This is an optimization exercise on Yosys and OpenROAD, whose aim is small area, not a production implementation.
The RTL was checked by simulation tests, not by an equivalence proof against the original design.
No activity file was given, so power comes from the tool's default toggle rates.

==> flow/design.v <==
`timescale 1ns / 1ps
module edge_detector_n (clk, reset_p, cp, p_edge, n_edge);
    input clk, reset_p, cp;
    output   p_edge, n_edge;
    reg ff_cur, ff_old;       
    always @ (posedge clk, posedge reset_p) begin
            if(reset_p) begin
                ff_cur <= 0;
                ff_old <= 0;
            end
            else begin
                ff_cur <= cp;                   
                ff_old <= ff_cur;
            end
    end
    assign p_edge = ({ff_cur, ff_old} == 2'b10) ? 1: 0;
    assign n_edge = ({ff_cur, ff_old} == 2'b01) ? 1: 0;
endmodule
module edge_detector_p (clk, reset_p, cp, p_edge, n_edge);
input clk, reset_p, cp;
output   p_edge, n_edge;
 reg ff_cur, ff_old;       
    always @ (posedge clk, posedge reset_p) begin
            if(reset_p) begin
                ff_cur <= 0;
                ff_old <= 0;
            end
            else begin
                ff_cur <= cp;                   
                ff_old <= ff_cur;
            end
    end
    assign p_edge = ({ff_cur, ff_old} == 2'b10) ? 1: 0;
     assign n_edge = ({ff_cur, ff_old} == 2'b01) ? 1: 0;
endmodule
`timescale 1ns / 1ps
module pixel_clock_generator (
    input clk, reset_p,
    output pixel_clock_pulse);
    parameter SYSCLK_FREQ = 100_000_000;
    parameter TARGET_FREQ =  25_000_000;
    localparam DIVIDER_VALUE = SYSCLK_FREQ / TARGET_FREQ;
    reg [6:0] count_sysclk;
    wire cp_div_100;
    always @ (posedge clk, posedge reset_p) begin
        if (reset_p) count_sysclk <= 0;
        else begin
            if (count_sysclk >= (DIVIDER_VALUE - 1) ) begin 
                count_sysclk <= 0;
                end
            else begin
                count_sysclk <= count_sysclk +1;
            end
        end
    end
    assign cp_div_100 = (count_sysclk < (DIVIDER_VALUE / 2) ) ? 0 : 1;
    edge_detector_n  edge_usec (.clk(clk), .reset_p(reset_p), .cp(cp_div_100), .n_edge(pixel_clock_pulse));
endmodule
`timescale 1ns / 1ps
module h_sync_generator(
    input clk, reset_p,
    input p_clk_cp,
    output reg Hsync, H_display_on,
    output [9:0] count_h);
    parameter H_ACTIVE = 10'd640;
    parameter H_FRONT_PORCH = 10'd656;
    parameter H_SYNC = 10'd752;
    parameter H_BACK_PORCH = 10'd800;
    reg [9:0] count;
    reg [9:0] n_count;
    reg n_Hsync, n_H_display_on;
    always @(*) begin
        n_count = count;
        n_Hsync = Hsync;
        n_H_display_on = H_display_on;
        if (n_count >= H_BACK_PORCH) begin
            n_count = 0;
        end
        else begin
            n_count = n_count +1;
        end
        if (n_count < H_ACTIVE) begin
            n_Hsync = 1;
            n_H_display_on = 1;
        end
        else if (n_count < H_FRONT_PORCH) begin
            n_Hsync = 1;
            n_H_display_on = 0;
        end
        else if (n_count < H_SYNC) begin
            n_Hsync = 0;
            n_H_display_on = 0;
        end
        else if (n_count < H_BACK_PORCH) begin
            n_Hsync = 1;
            n_H_display_on = 0;
        end
    end
    always @ (posedge clk, posedge reset_p) begin
        if(reset_p) begin
            count <= 10'd799;
            Hsync <= 1;
            H_display_on <= 0;
        end
        else if (p_clk_cp) begin
            count <= n_count;
            Hsync <= n_Hsync;
            H_display_on <= n_H_display_on;
        end
    end
    assign count_h = (count < H_ACTIVE) ? count : 0;
endmodule
`timescale 1ns / 1ps
module v_sync_generator(
    input clk, reset_p,
    input h_sync_cp,
    output reg Vsync, V_display_on,
    output [9:0] count_v);
    parameter V_ACTIVE = 10'd480;
    parameter V_FRONT_PORCH = 10'd491;
    parameter V_SYNC = 10'd493;
    parameter V_BACK_PORCH = 10'd524;
    reg [9:0] count;
    reg [9:0] n_count;
    reg n_Vsync, n_V_display_on;
    always @(*) begin
        n_count = count;
        n_Vsync = Vsync;
        n_V_display_on = V_display_on;
        if (n_count >= V_BACK_PORCH) begin
            n_count = 0;
        end
        else begin
            n_count = n_count +1;
        end
        if (n_count < V_ACTIVE) begin
            n_Vsync = 1;
            n_V_display_on = 1;
        end
        else if (n_count < V_FRONT_PORCH) begin
            n_Vsync = 1;
            n_V_display_on = 0;
        end
        else if (n_count < V_SYNC) begin
            n_Vsync = 0;
            n_V_display_on = 0;
        end
        else if (n_count < V_BACK_PORCH) begin
            n_Vsync = 1;
            n_V_display_on = 0;
        end
    end
    always @ (posedge clk, posedge reset_p) begin
        if(reset_p) begin
            count <= 523;
            Vsync <= 1;
            V_display_on <= 0;
        end
        else if (h_sync_cp) begin
            count <= n_count;
            Vsync <= n_Vsync;
            V_display_on <= n_V_display_on;
        end
    end
    assign count_v = (count < V_ACTIVE) ? count : 0;
endmodule
`timescale 1ns / 1ps
module VGA_controller(
    input clk, reset_p,
    input pixel_clock_pulse,
    input [3:0] in_vgaRed, in_vgaGreen, in_vgaBlue,
    output  Hsync, Vsync, out_display_on,
    output reg [3:0] out_vgaRed, out_vgaGreen, out_vgaBlue,
    output [9:0] count_h, count_v
    );
    wire H_display_on, V_display_on;
    wire h_sync_nedge;
    edge_detector_n edge_usec (.clk(clk), .reset_p(reset_p), .cp(Hsync), .n_edge(h_sync_nedge));
    h_sync_generator h_sync_module(
                            .clk(clk), .reset_p(reset_p),
                            .p_clk_cp(pixel_clock_pulse),
                            .Hsync(Hsync), .H_display_on(H_display_on),
                            .count_h (count_h) );
    v_sync_generator v_sync_module(
                            .clk(clk), .reset_p(reset_p),
                            .h_sync_cp(h_sync_nedge),
                            .Vsync(Vsync), .V_display_on(V_display_on),
                            .count_v (count_v) );
    always @(posedge clk, posedge reset_p) begin
        if (reset_p) begin
            out_vgaRed  <= 0; 
            out_vgaGreen <= 0;
            out_vgaBlue <= 0;            
        end
        else begin
            if(out_display_on) begin
                out_vgaRed  <= in_vgaRed; 
                out_vgaGreen <= in_vgaGreen;
                out_vgaBlue <= in_vgaBlue;
            end
            else begin
                out_vgaRed  <= 0; 
                out_vgaGreen <= 0;
                out_vgaBlue <= 0;                 
            end
        end    
    end
    assign out_display_on = H_display_on && V_display_on;
endmodule
module pixel_coord_converter
    (input [9:0] addr_x, addr_y,
     output [9:0] addr_x_scaler, addr_y_scaler);
    parameter scale_factor = 2;
    localparam bit_shift = $clog2(scale_factor);
    assign addr_x_scaler = addr_x>>bit_shift;
    assign addr_y_scaler = addr_y>>bit_shift;
endmodule
`timescale 1ns / 1ps
module BRAM_320x240_controller(
    input clk, reset_p,
    input write_enable,
    input [9:0] porta_addr_x, porta_addr_y,
    input [3:0] porta_vgaRed, porta_vgaGreen, porta_vgaBlue,
    input [9:0] portb_addr_x, portb_addr_y,
    output [3:0] portb_vgaRed, portb_vgaGreen, portb_vgaBlue,
    output fb_we,
    output [16:0] fb_waddr,
    output [11:0] fb_wdata,
    output [16:0] fb_raddr,
    input  [11:0] fb_rdata
);
    wire [9:0] portb_addr_x_oneahead =  portb_addr_x[8:0] + 1;
    wire [16:0] porta_addr_1d = {porta_addr_y[7:0], porta_addr_x[8:0]};
    wire [16:0] portb_addr_1d = {portb_addr_y[7:0], portb_addr_x_oneahead[8:0]};    
    assign fb_we    = write_enable;
    assign fb_waddr = porta_addr_1d;
    assign fb_wdata = {porta_vgaRed, porta_vgaGreen, porta_vgaBlue};
    assign fb_raddr = portb_addr_1d;
    assign {portb_vgaRed, portb_vgaGreen, portb_vgaBlue} = fb_rdata;
endmodule
`timescale 1ns / 1ps
module UART_rx_byte(
    input clk, reset_p,
    input uart_rx,
    output reg [7:0] byte_out,
    output reg busy
    );
    parameter BAUDRATE = 9600;
    localparam SYSCLK_HZ = 100_000_000;
    localparam SYSCLK_COUNT_PER_BITS = SYSCLK_HZ / BAUDRATE;
    wire uart_rx_pedge, uart_rx_nedge;
    edge_detector_p uart_rx_edge_detector(
        clk, reset_p, 
        uart_rx, 
        uart_rx_pedge, 
        uart_rx_nedge
    );
    parameter ST_IDLE = 3'b0001;         
    parameter ST_START = 3'b0010;
    parameter ST_DATA = 3'b0100;
    reg [2:0] state, next_state;
    always @(posedge clk or posedge reset_p) begin
        if (reset_p) state <= ST_IDLE;
        else state <= next_state;
    end
    reg [3:0] bit_count;
    reg [15:0] baud_count;
    reg [2:0] n_next_state;
    reg [7:0] n_byte_out;
    reg n_busy;
    reg [3:0] n_bit_count;
    reg [15:0] n_baud_count;
    always @(*) begin
        n_next_state = next_state;
        n_byte_out = byte_out;
        n_busy = busy;
        n_bit_count = bit_count;
        n_baud_count = baud_count;
        case (state)
            ST_IDLE: begin
                n_busy = 0;
                if (uart_rx_nedge) begin
                    n_next_state = ST_START;
                end
            end
            ST_START: begin
                n_busy = 1;
                n_baud_count = n_baud_count + 1;
                if (n_baud_count == SYSCLK_COUNT_PER_BITS) begin
                    n_baud_count = 0;
                    n_next_state = ST_DATA;
                end
            end
            ST_DATA: begin
                n_busy = 1;
                n_baud_count = n_baud_count + 1;
                if (n_baud_count >= SYSCLK_COUNT_PER_BITS) begin           
                    n_baud_count = 0;
                    n_bit_count = n_bit_count + 1;
                end
                if (n_bit_count >= 8) begin        
                    n_next_state = ST_IDLE;
                    n_baud_count = 0;
                    n_bit_count = 0;
                end
                if (n_baud_count == SYSCLK_COUNT_PER_BITS >> 1) begin     
                    n_byte_out = {uart_rx, n_byte_out[7:1]};
                end
            end
            default: ;
        endcase
    end
    always @(posedge clk or posedge reset_p) begin
        if (reset_p) begin
            next_state <= ST_IDLE;
            byte_out <= 0;
            busy <= 0;
            bit_count <= 0;
            baud_count <= 0;
        end
        else begin
            next_state <= n_next_state;
            byte_out <= n_byte_out;
            busy <= n_busy;
            bit_count <= n_bit_count;
            baud_count <= n_baud_count;
        end
    end 
endmodule
`timescale 1ns / 1ps
module UART_Rx_pixel_data_addr_and_rgb(
    input clk, reset_p,
    input uart_rx,
    output reg write_enable,
    output [9:0] pixel_addr_x, pixel_addr_y,
    output [3:0] pixel_red, pixel_green, pixel_blue
    );
    wire [7:0] byte_out;
    wire rx_busy;
    UART_rx_byte #(.BAUDRATE(115200)) module_UART_rx_byte(
        .clk (clk),
        .reset_p (reset_p),
        .uart_rx (uart_rx),
        .byte_out (byte_out),
        .busy (rx_busy)
    );
    reg [1:0] byte_count;
    wire byte_count_overflow;
    wire rx_busy_nedge;
    edge_detector_p busy_edge_detector(
        clk, reset_p, 
        rx_busy, 
        ,  
        rx_busy_nedge
    );
    edge_detector_p byte_count_overflow_detector(
        clk, reset_p, 
        byte_count[1], 
        ,  
        byte_count_overflow  
    );
    reg [7:0] pixel_buffer_0, pixel_buffer_1, pixel_buffer_2, pixel_buffer_3;
    reg [7:0] pixel_output_0, pixel_output_1, pixel_output_2, pixel_output_3;
    always @(posedge clk or posedge reset_p) begin
        if (reset_p) begin
            pixel_buffer_0 <= 0;
            pixel_buffer_1 <= 0;
            pixel_buffer_2 <= 0;
            pixel_buffer_3 <= 0;
            byte_count <= 0;
        end
        else begin
            if (rx_busy_nedge) begin
                case (byte_count)
                    2'd0: pixel_buffer_0 <= byte_out;
                    2'd1: pixel_buffer_1 <= byte_out;
                    2'd2: pixel_buffer_2 <= byte_out;
                    2'd3: pixel_buffer_3 <= byte_out;
                endcase
                byte_count <= byte_count + 1;
            end
        end
    end
    always @(posedge clk or posedge reset_p) begin
        if (reset_p) begin
            pixel_output_0 <= 0;
            pixel_output_1 <= 0;
            pixel_output_2 <= 0;
            pixel_output_3 <= 0;
            write_enable <= 0;
        end
        else begin
            if (byte_count_overflow) begin
                pixel_output_0 <= pixel_buffer_0;
                pixel_output_1 <= pixel_buffer_1;
                pixel_output_2 <= pixel_buffer_2;
                pixel_output_3 <= pixel_buffer_3;
                write_enable <= 1;
            end
            else begin
                write_enable <= 0;
            end
        end
    end
    assign pixel_addr_x = {pixel_output_1[1:0], pixel_output_0[7:0]};
    assign pixel_addr_y = {pixel_output_2[3:0], pixel_output_1[7:2]};
    assign pixel_red = pixel_output_3[7:4];
    assign pixel_green = pixel_output_3[3:0];
    assign pixel_blue = pixel_output_2[7:4];
endmodule
module mouse_sipo(
    input clk, reset_p,
    input data,
    input data_clk,
    output reg data_finish_flag,
    output [10:0] signal_1, signal_2, signal_3, signal_4);
    reg [43:0] sipo;
    reg [43:0] buffer;
    reg [5:0] count;
    reg mouse_data;
    wire data_clk_nedge;
    edge_detector_n right_click_edge ( .clk(clk), .reset_p(reset_p), .cp(data_clk), .n_edge(data_clk_nedge));
    assign signal_1 =  sipo[43:33];
    assign signal_2 =  sipo[32:22];
    assign signal_3 =  sipo[21:11];
    assign signal_4 =  sipo[10:0];
    always @(posedge clk, posedge reset_p) begin
        if (reset_p) begin
            sipo <= 0;
            buffer <= 0;
            mouse_data <= 0;
            count <= 0;
            data_finish_flag <= 0;
        end
        else begin
            mouse_data <= data;
            if (data_clk_nedge) begin
                buffer <= {buffer[42:0], mouse_data};
                count <= count + 1;
            end
            if (count >= 6'd44) begin
                sipo <= buffer;
                buffer <= 0;
                count <= 0;
                data_finish_flag <= 1;
            end
            else begin
                sipo <= 0;
                data_finish_flag <= 0;
            end
        end
    end
endmodule
module mouse_data_origin_Word(
    input clk, reset_p,
    input [10:0] signal_1, signal_2, signal_3, signal_4,
    output reg mouse_left_click, mouse_right_click, 
    output reg mouse_right_left_cursor, mouse_up_down_cursor,
    output reg mouse_x_overflow, mouse_y_overflow,
    output reg signed [7:0] mouse_move_x, mouse_move_y);
    always @ (posedge clk, posedge reset_p) begin
        if (reset_p) begin
            mouse_left_click <= 0;
            mouse_right_click <= 0;
            mouse_right_left_cursor <= 0;
            mouse_up_down_cursor <= 0;
            mouse_x_overflow <= 0;
            mouse_y_overflow <= 0;
            mouse_move_x <= 0;
            mouse_move_y <= 0;
        end
        else begin
            mouse_left_click        <= signal_1[9];
            mouse_right_click       <= signal_1[8];
            mouse_right_left_cursor <= signal_1[5];
            mouse_up_down_cursor    <= signal_1[4];
            mouse_x_overflow        <= signal_1[3];
            mouse_y_overflow        <= signal_1[2];
            mouse_move_x            <= {signal_2[2], signal_2[3], signal_2[4], signal_2[5], signal_2[6], signal_2[7], signal_2[8], signal_2[9]};
            mouse_move_y            <= {signal_3[2], signal_3[3], signal_3[4], signal_3[5], signal_3[6], signal_3[7], signal_3[8], signal_3[9]};
        end
    end
endmodule
`timescale 1ns / 1ps
module mouse_controller_in_vga(
    input clk, reset_p,
    input data,
    input data_clk,
    output mouse_left_click, mouse_right_click,
    output [9:0] value_x, value_y);
    parameter MAX_ADDR_X = 320;
    parameter MAX_ADDR_Y = 240;
    wire data_finish_flag;
    wire [10:0] signal_1, signal_2, signal_3;
    wire signed [7:0] mouse_move_x, mouse_move_y;
    wire mouse_x_overflow, mouse_y_overflow;
    wire mouse_right_left_cursor, mouse_up_down_cursor;
    mouse_sipo ps2_mouse(
                        .clk(clk), .reset_p(reset_p),
                        .data(data),
                        .data_clk(data_clk),
                        .data_finish_flag(data_finish_flag),
                        .signal_1(signal_1), .signal_2(signal_2), .signal_3(signal_3));
    mouse_data_origin_Word valid_data_div(
                                .clk(clk), .reset_p(reset_p),
                                .signal_1(signal_1), .signal_2(signal_2), .signal_3(signal_3),
                                .mouse_left_click(mouse_left_click), .mouse_right_click(mouse_right_click), 
                                .mouse_right_left_cursor(mouse_right_left_cursor), .mouse_up_down_cursor(mouse_up_down_cursor),
                                .mouse_x_overflow (mouse_x_overflow), .mouse_y_overflow (mouse_y_overflow),
                                .mouse_move_x(mouse_move_x), .mouse_move_y(mouse_move_y));
    reg signed [7:0] int_move_x, int_move_y;
    reg signed [15:0] coord_buffer_x, coord_buffer_y;
    reg signed [15:0] n_coord_x, n_coord_y;
    always @(*) begin
        n_coord_x = coord_buffer_x;
        n_coord_y = coord_buffer_y;
        if (mouse_x_overflow) begin
            if (mouse_right_left_cursor) int_move_x = 127;
            else int_move_x = -127;
        end
        else int_move_x = mouse_move_x;
        if (mouse_y_overflow) begin
            if (mouse_up_down_cursor) int_move_y = 127;
            else int_move_y = -127;
        end
        else int_move_y = mouse_move_y;
        n_coord_x = n_coord_x + int_move_x;       
        n_coord_y = n_coord_y - int_move_y;        
        if (n_coord_x < 0) n_coord_x = 0;
        else if (n_coord_x[12:3] >= MAX_ADDR_X) n_coord_x[12:3] = MAX_ADDR_X - 1;
        if (n_coord_y < 0) n_coord_y = 0;
        else if (n_coord_y[12:3] >= MAX_ADDR_Y) n_coord_y[12:3] = MAX_ADDR_Y - 1;
    end
    always @(posedge clk, posedge reset_p) begin
        if (reset_p) begin
            coord_buffer_x <= 0;
            coord_buffer_y <= 0;
        end
        else begin
            coord_buffer_x <= n_coord_x;
            coord_buffer_y <= n_coord_y;
        end
    end
    assign value_x = coord_buffer_x[12:3];
    assign value_y = coord_buffer_y[12:3];
endmodule
`timescale 1ns / 1ps
module TOP_image_and_mouse(
    input clk, reset_p,
    input data,
    input data_clk,
    input RsRx,
    input [0:0] sw,
    output Hsync, Vsync,
    output [3:0] V2M_Red, V2M_Green, V2M_Blue,
    output fb_we,
    output [16:0] fb_waddr,
    output [11:0] fb_wdata,
    output [16:0] fb_raddr,
    input  [11:0] fb_rdata);
    parameter MAX_BRAM_ADDR_X = 320;
    parameter MAX_BRAM_ADDR_Y = 240;
    wire pixel_clock_pulse;
    pixel_clock_generator PCG (
        .clk(clk), .reset_p(reset_p),
        .pixel_clock_pulse(pixel_clock_pulse)
    );
    wire out_display_on;
    wire [3:0] B2V_Red, B2V_Green, B2V_Blue;
    wire [3:0] B2V_Red_blended, B2V_Green_blended, B2V_Blue_blended;
    wire [3:0] B2V_Red_withmouse, B2V_Green_withmouse, B2V_Blue_withmouse;
    wire [9:0] pixel_coord_x, pixel_coord_y;
    VGA_controller VC(
        .clk(clk), .reset_p(reset_p),
        .pixel_clock_pulse(pixel_clock_pulse),
        .in_vgaRed(B2V_Red_withmouse), .in_vgaGreen(B2V_Green_withmouse), .in_vgaBlue(B2V_Blue_withmouse),
        .Hsync(Hsync), .Vsync(Vsync), .out_display_on(out_display_on),
        .out_vgaRed(V2M_Red), .out_vgaGreen(V2M_Green), .out_vgaBlue(V2M_Blue),
        .count_h (pixel_coord_x),
        .count_v (pixel_coord_y)
    );
    reg [3:0] last_BRAM_red, last_BRAM_green, last_BRAM_blue;
    reg [4:0] temp_B2V_Red_blended, temp_B2V_Green_blended, temp_B2V_Blue_blended;
    assign B2V_Red_blended = temp_B2V_Red_blended[4:1];      
    assign B2V_Green_blended = temp_B2V_Green_blended[4:1];
    assign B2V_Blue_blended = temp_B2V_Blue_blended[4:1];
    always @(posedge clk or posedge reset_p) begin
        if (reset_p) begin
            last_BRAM_red <= 0;
            last_BRAM_green <= 0;
            last_BRAM_blue <= 0;
            temp_B2V_Red_blended <= 0;
            temp_B2V_Green_blended <= 0;
            temp_B2V_Blue_blended <= 0;
        end
        else begin
            if (pixel_clock_pulse) begin
                if (sw[0]) begin
                    if (pixel_coord_x[0]) begin     
                        last_BRAM_red <= B2V_Red;
                        last_BRAM_green <= B2V_Green;
                        last_BRAM_blue <= B2V_Blue;
                        temp_B2V_Red_blended <= {B2V_Red, 1'b0};
                        temp_B2V_Green_blended <= {B2V_Green, 1'b0};
                        temp_B2V_Blue_blended <= {B2V_Blue, 1'b0};
                    end
                    else begin
                        temp_B2V_Red_blended <= (last_BRAM_red + B2V_Red);
                        temp_B2V_Green_blended <= (last_BRAM_green + B2V_Green);
                        temp_B2V_Blue_blended <= (last_BRAM_blue + B2V_Blue);
                    end
                end
                else begin
                    temp_B2V_Red_blended <= {B2V_Red, 1'b0};
                    temp_B2V_Green_blended <= {B2V_Green, 1'b0};
                    temp_B2V_Blue_blended <= {B2V_Blue, 1'b0};
                end
            end
        end
    end
    wire [9:0] addr_x_scaler, addr_y_scaler;
    pixel_coord_converter PCC(
        .addr_x(pixel_coord_x), .addr_y(pixel_coord_y),
        .addr_x_scaler(addr_x_scaler), .addr_y_scaler(addr_y_scaler)
    );
    wire write_enable;
    wire [9:0] gen_addr_x, gen_addr_y;
    wire [3:0] gen_vgaRed, gen_vgaGreen, gen_vgaBlue;
    BRAM_320x240_controller BC(
        .clk(clk), .reset_p(reset_p),
        .write_enable(write_enable),
        .porta_addr_x(gen_addr_x), .portb_addr_x(addr_x_scaler),
        .porta_addr_y(gen_addr_y), .portb_addr_y(addr_y_scaler),
        .porta_vgaRed(gen_vgaRed), .porta_vgaGreen(gen_vgaGreen), .porta_vgaBlue(gen_vgaBlue),
        .portb_vgaRed(B2V_Red), .portb_vgaGreen(B2V_Green), .portb_vgaBlue(B2V_Blue),
        .fb_we(fb_we), .fb_waddr(fb_waddr), .fb_wdata(fb_wdata),
        .fb_raddr(fb_raddr), .fb_rdata(fb_rdata)
    );
    wire img_write_enable;
    UART_Rx_pixel_data_addr_and_rgb image_receiver(
        .clk (clk),
        .reset_p (reset_p),
        .uart_rx (RsRx),
        .write_enable (img_write_enable),
        .pixel_addr_x (gen_addr_x),
        .pixel_addr_y (gen_addr_y),
        .pixel_red(gen_vgaRed),
        .pixel_green (gen_vgaGreen),
        .pixel_blue (gen_vgaBlue)
    );
    assign write_enable = ( (gen_addr_x < MAX_BRAM_ADDR_X) && (gen_addr_y < MAX_BRAM_ADDR_Y) ) ? img_write_enable : 0;
    wire [9:0] value_x, value_y;
    wire mouse_left_click, mouse_right_click;
    mouse_controller_in_vga #(.MAX_ADDR_X (640), .MAX_ADDR_Y(480)) test_monitor(
                                    .clk(clk), .reset_p(reset_p),
                                    .data(data),
                                    .data_clk(data_clk),
                                    .mouse_left_click(mouse_left_click), .mouse_right_click(mouse_right_click),
                                    .value_x(value_x), .value_y(value_y));
    assign {B2V_Red_withmouse, B2V_Green_withmouse, B2V_Blue_withmouse}  = 
                                    ( (pixel_coord_x == value_x ||
                                         pixel_coord_x == value_x + 1 ||
                                         pixel_coord_x == value_x + 2 ||
                                         pixel_coord_x == value_x + 3 ||
                                         pixel_coord_x == value_x + 4 ||
                                         pixel_coord_x == value_x + 5 ||
                                         pixel_coord_x == value_x + 6)
                                && (pixel_coord_y == value_y ||
                                        pixel_coord_y == value_y + 1 ||
                                        pixel_coord_y == value_y + 2 ||
                                        pixel_coord_y == value_y + 3 ||
                                        pixel_coord_y == value_y + 4 ||
                                        pixel_coord_y == value_y + 5 ||
                                        pixel_coord_y == value_y + 6)
                               ) 
                               ? {4'hf, 4'h0, 4'h0} : {B2V_Red_blended, B2V_Green_blended, B2V_Blue_blended};
endmodule
==> flow/run.sh <==
#!/bin/bash
# synth_recipe.tcl (not shown) runs the flow's synth.tcl, then flattens the netlist and writes it again
# the make line also repeats each setting of config.mk as NAME=value (left out here)
make -C /OpenROAD-flow-scripts/flow DESIGN_CONFIG=/design/flow/config.mk WORK_HOME=/design/flow/orfs CLKGATE_MAP_FILE= SYNTH_SCRIPT=/design/flow/synth_recipe.tcl finish
==> flow/config.mk <==
export PLATFORM = sky130hd
export DESIGN_NAME = TOP_image_and_mouse
export DESIGN_NICKNAME = TOP_image_and_mouse
export VERILOG_FILES = /design/flow/design.v
export SDC_FILE = /design/flow/constraint.sdc
export NUM_CORES = 4
export LEC_CHECK = 0
export CAP_MARGIN = 20
export CORE_MARGIN = 2
export CORE_UTILIZATION = 40
export SLEW_MARGIN = 20
==> flow/constraint.sdc <==
create_clock -name core_clock -period 10.0 [get_ports {clk}]
set_input_delay 2.0000 -clock core_clock [delete_from_list [all_inputs] [get_ports {clk}]]
set_output_delay 2.0000 -clock core_clock [all_outputs]
set_load 0.01 [all_outputs]
==> reports/results.txt <==
Status = complete, no violations
Crit. Startpoint = VC.h_sync_module.count[7]
FF-to-FF path depth = 12
Hpwl dp = 25900 µm
CTS tree = built
Clock Latency Late Sink = 0.56 ns
Final worst clock skew = 0.01337 ns
DR iter-0 viols = 936
Grt ovf = 0
Die area = 43790 µm²
Post-synthesis cell area = 16850 µm²
Count of buffer and inverter cells on the critical path = 2
Overall Power = 3.568 mW
Vias per inst = 5.462
Root Driver = clkbuf_16
Worst hold path class = register to register
CP Capture Point = fb_raddr[6]
Pre-CTS setup slack = 5.269 ns
N_diodes = 0
Row Count = 75
Synth Area per Inst = 9.543 µm²
EDFF count, synth = 0
Worst slew margin = 27.17%
Startpoint Class = register
H-tree levels = 1
Critical path, cell by cell = o21ai_1 -> nand2_1 -> inv_1 -> ha_1 -> and3_1 -> nand2_1 -> o22ai_1 -> clkdlybuf4s50_1
RSZ-0062 raised after global routing = false
Family with the most delay on the worst path = compound AO/OA/AOI/OAI gates
DIE HEIGHT = 209.3 µm
Critical path class = register to output port
Vias in the first global route = 12.20k
Synth warnings = 12
Synthesized instance count = 1766
Initial Utilization = 40.36%
Max stage delay cell, worst path = o21ai_1
Worst slew pin tran = 1.085 ns
Postcts setup bufs = 0
Critical R2R Launch = test_monitor.valid_data_div.mouse_x_overflow
Total number of vias = 12.75k
Final Hold Fails = 0
Layout area overhead = 12.06%
Setup TNS = 0 ns
Die Wd = 209.3 µm
Ys async rst share = 100.0%
Worst path max stage delay = 0.63 ns
Max Clock Freq = 0.1874 GHz
Number of CTS-inserted buffers = 31
Arr. time, crit path = 3.34 ns
Fin crit share = 53.37%
Core box area = 41760 µm²
Antenna viol nets, final = 0
Total Routing Usage GR = 16.79%
WL final = 37030 µm
Setup crit end kind = output port
Number of synthesized register bits = 297
Largest net degree at the start of global routing = 78
First-pass iteration count of the detailed router = 5
Synth Flop Type = dfrtp_1
Slew Limit Fails = 0
Clk slew on worst S/H paths = 0.06 ns
Global-route wire length before repair = 62060 µm
Worst Path Max Fanout = 19
Synth unique cells = 85
Clk buf depth = 3
Placed insts = 2281
Final Worst Setup Slack = 4.663 ns
Post-cts resize count = 0
DR DRC count = 0
Reg-to-Reg End = test_monitor.coord_buffer_x[11]
Most frequent cells in the layout = dfrtp_1 (282), nand2_1 (217), o21ai_0 (119), a21oi_1 (119), nor2_1 (101)
Routability congestion estimate = 0.9085
Finished Layout Cells = 2334
Reg2Reg Setup Slack = 6.17 ns
VDD IR max = 0.0001184 V
# IOs = 79
Layout cells sized above 1 = 10.75%
Routed wire per std cell = 15.86 µm
Hold buffers post-CTS = 0
Worst Path Required = 8.00 ns
Final #Nets = 1867
Commonest non-fill, non-tap cell in the layout = dfrtp_1
Min Tclk post-route = 5.337 ns
Max Cap Viol = 0
Pleak = 8.249 nW
CP Depth = 8
PD cells = 188.9 nW/µm²
Sequential fraction of the synthesis area = 44.21%
Num Clock Sinks = 297
PortBufs = 78
Initial antenna violation count = 0
Final setup vio count = 0
Top cell by count, worst path = nand2_1
-- cells by family after synthesis --
| kind of cell | synth area share (%) |
|---|---|
| other | 0.02225 |
| AO/OA/AOI/OAI | 15.89 |
| buffers and inverters | 4.700 |
| multiplexers | 6.199 |
| adder cells (fa/ha/maj) | 5.643 |
| XOR/XNOR | 5.821 |
| AND/OR/NAND/NOR | 17.51 |
| flip-flops | 44.21 |
-- worst min-delay path by stage --
stage | startpoint | endpoint | slack (ns) | cells after the start
6_report | test_monitor.ps2_mouse.sipo[36] | test_monitor.valid_data_div.mouse_x_overflow | 0.35 | 0
3_5_place_dp | test_monitor.ps2_mouse.sipo[28] | test_monitor.valid_data_div.mouse_move_x[3] | 0.33 | 0
4_1_cts | test_monitor.ps2_mouse.sipo[28] | test_monitor.valid_data_div.mouse_move_x[3] | 0.35 | 0
5_1_grt | test_monitor.ps2_mouse.sipo[26] | test_monitor.valid_data_div.mouse_move_x[5] | 0.35 | 0
2_1_floorplan | test_monitor.ps2_mouse.sipo[31] | test_monitor.valid_data_div.mouse_move_x[0] | 0.33 | 0
3_3_place_gp | test_monitor.ps2_mouse.sipo[26] | test_monitor.valid_data_div.mouse_move_x[5] | 0.33 | 0
-- synthesized netlist by cell type (6+ instances only) --
cell type	n	share of area [%]
dfrtp_1	282	42
nand2_1	217	4.8
o21ai_0	120	3.6
a21oi_1	119	3.5
nor2_1	101	2.2
mux2_2	83	5.5
clkbuf_1	74	1.6
ha_1	68	5.0
inv_1	60	1.3
xnor2_1	52	2.7
nand3_1	46	1.4
xor2_1	44	2.3
and2_1	35	1.3
nor3_1	34	1.0
nand2b_1	31	1.2
nor2b_1	31	1.2
nand4_1	22	0.82
a31oi_1	21	0.78
buf_4	20	0.89
o211ai_1	19	0.85
a21o_1	16	0.71
dfstp_2	15	2.3
o31ai_1	15	0.67
o22ai_1	14	0.52
buf_2	13	0.39
o21a_1	13	0.58
and3_1	11	0.41
mux2i_1	11	0.65
nor4_1	10	0.37
or2_2	10	0.37
a2111oi_0	8	0.42
a211oi_1	8	0.36
nand3b_1	7	0.31
nor4b_1	7	0.36
o41ai_1	7	0.36
a31o_2	6	0.31
o21bai_1	6	0.27
or3_1	6	0.22
-- power breakdown --
part / internal (mW) / switching [mW] / leakage (nW) / total (mW)
clock network: 0.673 / 0.457 / 0.494 / 1.13
logic: 0.413 / 0.567 / 3.77 / 0.980
registers: 1.30 / 0.154 / 3.98 / 1.46
total: 2.39 / 1.18 / 8.25 / 3.57
-- final cells by class --
type / count / area [µm²]
flip-flops and latches: 297 / 7451
repair buffers: 87 / 868.3
multi-input cells: 1298 / 8656
inverters: 61 / 234.0
clock inverters: 8 / 96.34
clock buffers: 44 / 904.6
fillers: 3913 / 22870
well taps: 539 / 674.4
-- state kept, by name, indices dropped and copies added (netlist names), 10 cells and up, named ones only --
register	count
test_monitor.coord_buffer_y	15
test_monitor.ps2_mouse.sipo	20
VC.h_sync_module.count	10
image_receiver.module_UART_rx_byte.baud_count	16
test_monitor.coord_buffer_x	15
test_monitor.ps2_mouse.buffer	39
VC.v_sync_module.count	10
-- through the flow --
| stage | util, % | area [µm²] | hold slack [ns] |
|---|---|---|---|
| final | 45.22 | 18880 | 0.3461 |
| after global routing | 45.22 | 18880 | 0.3539 |
| after CTS | 45.12 | 18840 | 0.3474 |
| after floorplan | - | 16870 | 0.3312 |
| after global placement | 42.72 | 17840 | 0.3342 |
| after detailed placement | 42.72 | 17840 | 0.3347 |
-- worst register-to-register path: cells and delay by family (launching register included) --
kind | cells | cell delay, ns
AOI/OAI and AO/OA | 7 | 1.85
xor gates and xnor gates | 1 | 0.55
and+or+nand+nor | 3 | 0.49
DFF | 1 | 0.45
adders and majority gates | 1 | 0.33
-- routing by layer --
layer / track usage [%] / share of wire [%] / vias up
li1: - / - / 6215
met1: 23.31 / 46 / 6204
met2: 27.87 / 47 / 265
met3: 2.065 / 3.7 / 65
met4: 4.458 / 2.6 / 0
met5: 0 / 0 / -

afterwards: timing with drivers on the ports:
The results above use ideal ports. As a check the final layout listed here was re-extracted and re-timed, cells and wires unchanged. Step 1 assumes that a clkbuf_16 drives the clock port and a buf_2 every other input. Step 2 also shifts input and output timing later by t, the mid clock arrival at the registers, as if the neighbouring blocks saw the same clock. Three values: ideal ports, drivers, drivers and shift; two values: the first two.
t, ns: 0.604
setup slack, ns: 4.663 / 4.612 / 5.216
worst setup path at the end: register to output
worst register clock-pin slew, ns: 0.07 / 0.07
worst data-port slew with drivers (ns): 0.04
After both steps setup and hold are still met in this run. The setup slack of this run moves by -0.051 ns with the drivers and by +0.553 ns with both steps.
